Source: an optimization exercise on an open RTL-to-GDS flow (aim: small area and a short achievable clock period). Production flows keep margins and buffers that such runs may drop.
No driver is modelled on the clock port, so clock power and skew are understated where the tree is cut down; a real chip needs a root buffer or a tree.
Power figures rest on the tool's default switching activity, not on a simulated workload.

==> inputs of 07-26 <==
Design Benes_8p, start of the top module:
module Benes_8p (input wire [2:0] mp0, mp1, mp2, mp3, mp4, mp5, mp6, mp7,
    input clk,
    output wire [19:0] state
);
==> module Rest_Route, before the edit <==
module Rest_Route (
    input  [23:0] p,
    input  [2:0]  s,
    input  [2:0]  sn,
    output [16:0] q     
);
    wire [3:0] sx  = {s, 1'b1};
    wire [3:0] sxn = {sn, 1'b0};
    wire [7:0] su;      
    wire [3:0] lu;      
    wire [5:0] sl;      
    genvar r;
    generate for (r = 0; r < 4; r = r + 1) begin : g_u
        assign su[2*r +: 2] = ({2{sx[r]}} & p[6*r+1 +: 2]) | ({2{sxn[r]}} & p[6*r+4 +: 2]);
        assign lu[r]        = (sx[r] & p[6*r])             | (sxn[r] & p[6*r+3]);
    end endgenerate
    assign sl[1:0] = p[5:4];                                           
    assign sl[2]   = (sx[1] & p[11])            | (sxn[1] & p[8]);           
    assign sl[4:3] = ({2{sx[2]}} & p[17:16])    | ({2{sxn[2]}} & p[14:13]);  
    assign sl[5]   = (sx[3] & p[22])            | (sxn[3] & p[19]);          
    wire [3:0] t;
    genvar j;
    generate for (j = 0; j < 4; j = j + 1) begin : g_t
        assign t[j] = (su[1:0] == j & ~lu[0]) | (su[3:2] == j & ~lu[1]) |
                      (su[5:4] == j & ~lu[2]) | (su[7:6] == j & ~lu[3]);
    end endgenerate
    wire [4:0] bu, bl;
    Sub_Route u(.g0(su[1:0]), .g1h(su[3]), .g2(su[5:4]), .g3l(su[6]), .s(bu));
    Sub_Route l(.g0(sl[1:0]), .g1h(sl[2]), .g2(sl[4:3]), .g3l(sl[5]), .s(bl));
    assign q = {t, s, bl, bu};
endmodule
==> module Benes_8p, before the edit <==
module Benes_8p (input wire [2:0] mp0, mp1, mp2, mp3, mp4, mp5, mp6, mp7,
    input clk,
    output wire [19:0] state
);
    wire [23:0] p0 = {mp7, mp6, mp5, mp4, mp3, mp2, mp1, mp0};
    wire [11:0] l_w;
    Col0_Links c0l(.p(p0), .l(l_w));
    reg [23:0] p1;
    reg [11:0] l1;
    always @(posedge clk) begin
        p1 <= p0;
        l1 <= l_w;
    end
    wire [2:0] s0_w;
    Col0_Settings c0s(.l(l1), .s0(s0_w));
    reg [23:0] p2;
    reg [2:0]  s0_2;
    always @(posedge clk) begin
        p2     <= p1;
        s0_2   <= s0_w;
    end
    wire [16:0] q_w;
    Rest_Route rr(.p(p2), .s(s0_2), .sn(~s0_2), .q(q_w));
    reg [16:0] q3, q4, q5, q6, q7;
    always @(posedge clk) begin
        q3 <= q_w;
        q4 <= q3;
        q5 <= q4;
        q6 <= q5;
        q7 <= q6;
    end
    assign state[0]  = 1'b1;
    assign state[1]  = 1'b1;
    assign state[2]  = q7[1];
    assign state[3]  = q7[3];
    assign state[4]  = q7[13];
    assign state[5]  = q7[10];
    assign state[6]  = q7[0];
    assign state[7]  = q7[2];
    assign state[8]  = q7[4];
    assign state[9]  = q7[14];
    assign state[10] = q7[11];
    assign state[11] = 1'b1;
    assign state[12] = q7[6];
    assign state[13] = q7[8];
    assign state[14] = q7[15];
    assign state[15] = q7[12];
    assign state[16] = q7[5];
    assign state[17] = q7[7];
    assign state[18] = q7[9];
    assign state[19] = q7[16];
endmodule
clock: 2.5 ns
lec_check: 0
abc_area: 1
cap_margin: 20
core_margin: 2
core_utilization: 60
setup_slack_margin: 1.3
slew_margin: 20
standard.sh (not shown) runs the stock make flow with config.mk's settings and CLKGATE_MAP_FILE= SYNTH_SCRIPT=/design/flow/synth_recipe.tcl, a recipe that flattens the netlist after the stock synthesis.
==> flow/flow/run.sh <==
#!/bin/bash
# The standard layout, with the clock tree built by flow/clock_tree.tcl (a
# tree with up to FLOW_CTS_LEAF registers per leaf buffer) in
# place of TritonCTS's.
set -euo pipefail
here=$(pwd)
export FLOW_CTS_LEAF=${FLOW_CTS_LEAF:-38}
export FLOW_CLOCK_PORT=clk
bash standard.sh "PRE_CTS_TCL=$here/flow/clock_tree.tcl" "BUFFER_PORTS_ARGS=-buffer_cell sky130_fd_sc_hd__buf_2" finish > "$here/make_finish.log" 2>&1
test -f out/final.def
Other scripts of this flow, unchanged in this note and not shown: flow/flow/clock_tree.tcl
==> 02-21: changes against 07-26 <==
--- a/flow/design.v
+++ b/flow/design.v
@@ -54,35 +54,28 @@
     assign s[4] = g0[1] ? a : b;
 endmodule
 module Rest_Route (
-    input  [23:0] p,
-    input  [2:0]  s,
-    input  [2:0]  sn,
-    output [16:0] q     
+    input  [2:0]  m0,
+    input  [2:1]  m1,
+    input  [2:0]  u1,
+    input         l1h,
+    input  [5:0]  m45,     
+    input  [5:0]  m67,     
+    input  [1:0]  s,       
+    input  [1:0]  sn,
+    output [3:0]  t,
+    output [4:0]  bu,
+    output [4:0]  bl
 );
-    wire [3:0] sx  = {s, 1'b1};
-    wire [3:0] sxn = {sn, 1'b0};
-    wire [7:0] su;      
-    wire [3:0] lu;      
-    wire [5:0] sl;      
-    genvar r;
-    generate for (r = 0; r < 4; r = r + 1) begin : g_u
-        assign su[2*r +: 2] = ({2{sx[r]}} & p[6*r+1 +: 2]) | ({2{sxn[r]}} & p[6*r+4 +: 2]);
-        assign lu[r]        = (sx[r] & p[6*r])             | (sxn[r] & p[6*r+3]);
-    end endgenerate
-    assign sl[1:0] = p[5:4];                                           
-    assign sl[2]   = (sx[1] & p[11])            | (sxn[1] & p[8]);           
-    assign sl[4:3] = ({2{sx[2]}} & p[17:16])    | ({2{sxn[2]}} & p[14:13]);  
-    assign sl[5]   = (sx[3] & p[22])            | (sxn[3] & p[19]);          
-    wire [3:0] t;
+    wire [2:0] u2 = ({3{s[0]}} & m45[2:0]) | ({3{sn[0]}} & m45[5:3]);
+    wire [2:0] u3 = ({3{s[1]}} & m67[2:0]) | ({3{sn[1]}} & m67[5:3]);
+    wire [1:0] l2 = ({2{s[0]}} & m45[5:4]) | ({2{sn[0]}} & m45[2:1]);
+    wire       l3 = (s[1] & m67[4])        | (sn[1] & m67[1]);
     genvar j;
     generate for (j = 0; j < 4; j = j + 1) begin : g_t
-        assign t[j] = (su[1:0] == j & ~lu[0]) | (su[3:2] == j & ~lu[1]) |
-                      (su[5:4] == j & ~lu[2]) | (su[7:6] == j & ~lu[3]);
+        assign t[j] = (m0 == 2*j) | (u1 == 2*j) | (u2 == 2*j) | (u3 == 2*j);
     end endgenerate
-    wire [4:0] bu, bl;
-    Sub_Route u(.g0(su[1:0]), .g1h(su[3]), .g2(su[5:4]), .g3l(su[6]), .s(bu));
-    Sub_Route l(.g0(sl[1:0]), .g1h(sl[2]), .g2(sl[4:3]), .g3l(sl[5]), .s(bl));
-    assign q = {t, s, bl, bu};
+    Sub_Route u(.g0(m0[2:1]), .g1h(u1[2]), .g2(u2[2:1]), .g3l(u3[1]), .s(bu));
+    Sub_Route l(.g0(m1[2:1]), .g1h(l1h),   .g2(l2),      .g3l(l3),    .s(bl));
 endmodule
 module Benes_8p (input wire [2:0] mp0, mp1, mp2, mp3, mp4, mp5, mp6, mp7,
     input clk,
@@ -99,14 +92,26 @@
     end
     wire [2:0] s0_w;
     Col0_Settings c0s(.l(l1), .s0(s0_w));
-    reg [23:0] p2;
     reg [2:0]  s0_2;
+    reg [2:0]  m0_2;
+    reg [2:1]  m1_2;
+    reg [2:0]  u1_2;
+    reg        l1h_2;
+    reg [11:0] m47_2;
     always @(posedge clk) begin
-        p2     <= p1;
-        s0_2   <= s0_w;
+        s0_2  <= s0_w;
+        m0_2  <= p1[2:0];
+        m1_2  <= p1[5:4];
+        u1_2  <= s0_w[0] ? p1[8:6] : p1[11:9];
+        l1h_2 <= s0_w[0] ? p1[11]  : p1[8];
+        m47_2 <= p1[23:12];
     end
-    wire [16:0] q_w;
-    Rest_Route rr(.p(p2), .s(s0_2), .sn(~s0_2), .q(q_w));
+    wire [3:0] t_w;
+    wire [4:0] bu_w, bl_w;
+    Rest_Route rr(.m0(m0_2), .m1(m1_2), .u1(u1_2), .l1h(l1h_2),
+                  .m45(m47_2[5:0]), .m67(m47_2[11:6]),
+                  .s(s0_2[2:1]), .sn(~s0_2[2:1]), .t(t_w), .bu(bu_w), .bl(bl_w));
+    wire [16:0] q_w = {t_w, s0_2, bl_w, bu_w};
     reg [16:0] q3, q4, q5, q6, q7;
     always @(posedge clk) begin
         q3 <= q_w;
- CORE_UTILIZATION: 60 -> 70
==> qor summary <==
|  | 02-21 | 07-26 |
|---|---|---|
| Run status | finished clean | finished clean |
| Number of cells in the finished layout apart from fillers | 458 | 493 |
| Placeable core area | 0.00557 mm² | 0.00683 mm² |
| Element type at the critical path end | register | primary output |
| NetSw | 959 µW | 939 µW |
| Number of instances in the synthesized netlist | 360 | 373 |
| Min setup slack post-route | 1.36 ns | 1.37 ns |
| Mapped Area | 0.00411 mm² | 0.00424 mm² |
| Reg2Reg Setup Slack | 1.36 ns | 1.41 ns |
| Simple-gate share of the synthesized area | 0.110 | 0.104 |
| P_seq | 2840 µW | 2860 µW |
| Area of the die | 0.00650 mm² | 0.00775 mm² |
| Logic gate share of total power | 0.117 | 0.115 |
| Routed met1 length | 2550 µm | 2510 µm |
| Hold Worst Slack | 0.337 ns | 0.330 ns |
| Leakage power figure | 0.00203 µW | 0.00209 µW |
| Area of the multi-input gates | 0.00103 mm² | 0.00108 mm² |
| Sw Ratio | 0.231 | 0.226 |
| Global-route met1 utilization | 0.227 | 0.189 |
| Wire length reported by the detailed router | 6310 µm | 5660 µm |
| Power per Cell Area | 941 mW/mm² | 915 mW/mm² |
| Number of violations reported at the end of detailed-routing iteration 0 | 138 | 99 |
No run of this note included a check of the RTL's function; only the layout flow was run. No run of this note takes its clock network from TritonCTS; it comes from the design's own scripts or RTL.

[separate check: timing with driven ports]
How much do the figures lean on ideal ports? The routed layouts below were timed once more, with nothing changed but the port constraints.
Step 1, drivers: a clkbuf_16 drives clk and a buf_2 each remaining input, both assumed.
Step 2 moves the port delays by t, midway between the first and last clock arrival at a register: inputs arrive t later, outputs are due t later. That takes back most of the time a late clock gives input paths.
Three values: no drivers, after step 1, after step 2; two values: the first two.
| run | t (ns) | setup slack, ns | worst setup path after step 2 | worst slew at a driven data input, ns | cell pins on the clock port's net |
|---|---|---|---|---|---|
| 07-26 | 0.252 | 1.375 / 1.299 / 1.376 | input to register | 0.03 | 4 |
| 02-21 | 0.251 | 1.363 / 1.296 / 1.347 | input to register | 0.03 | 4 |
After both steps every run listed still meets setup and hold. For 02-21, which loses most, drivers alone change the setup slack by -0.067 ns; drivers and shift together by -0.016 ns.
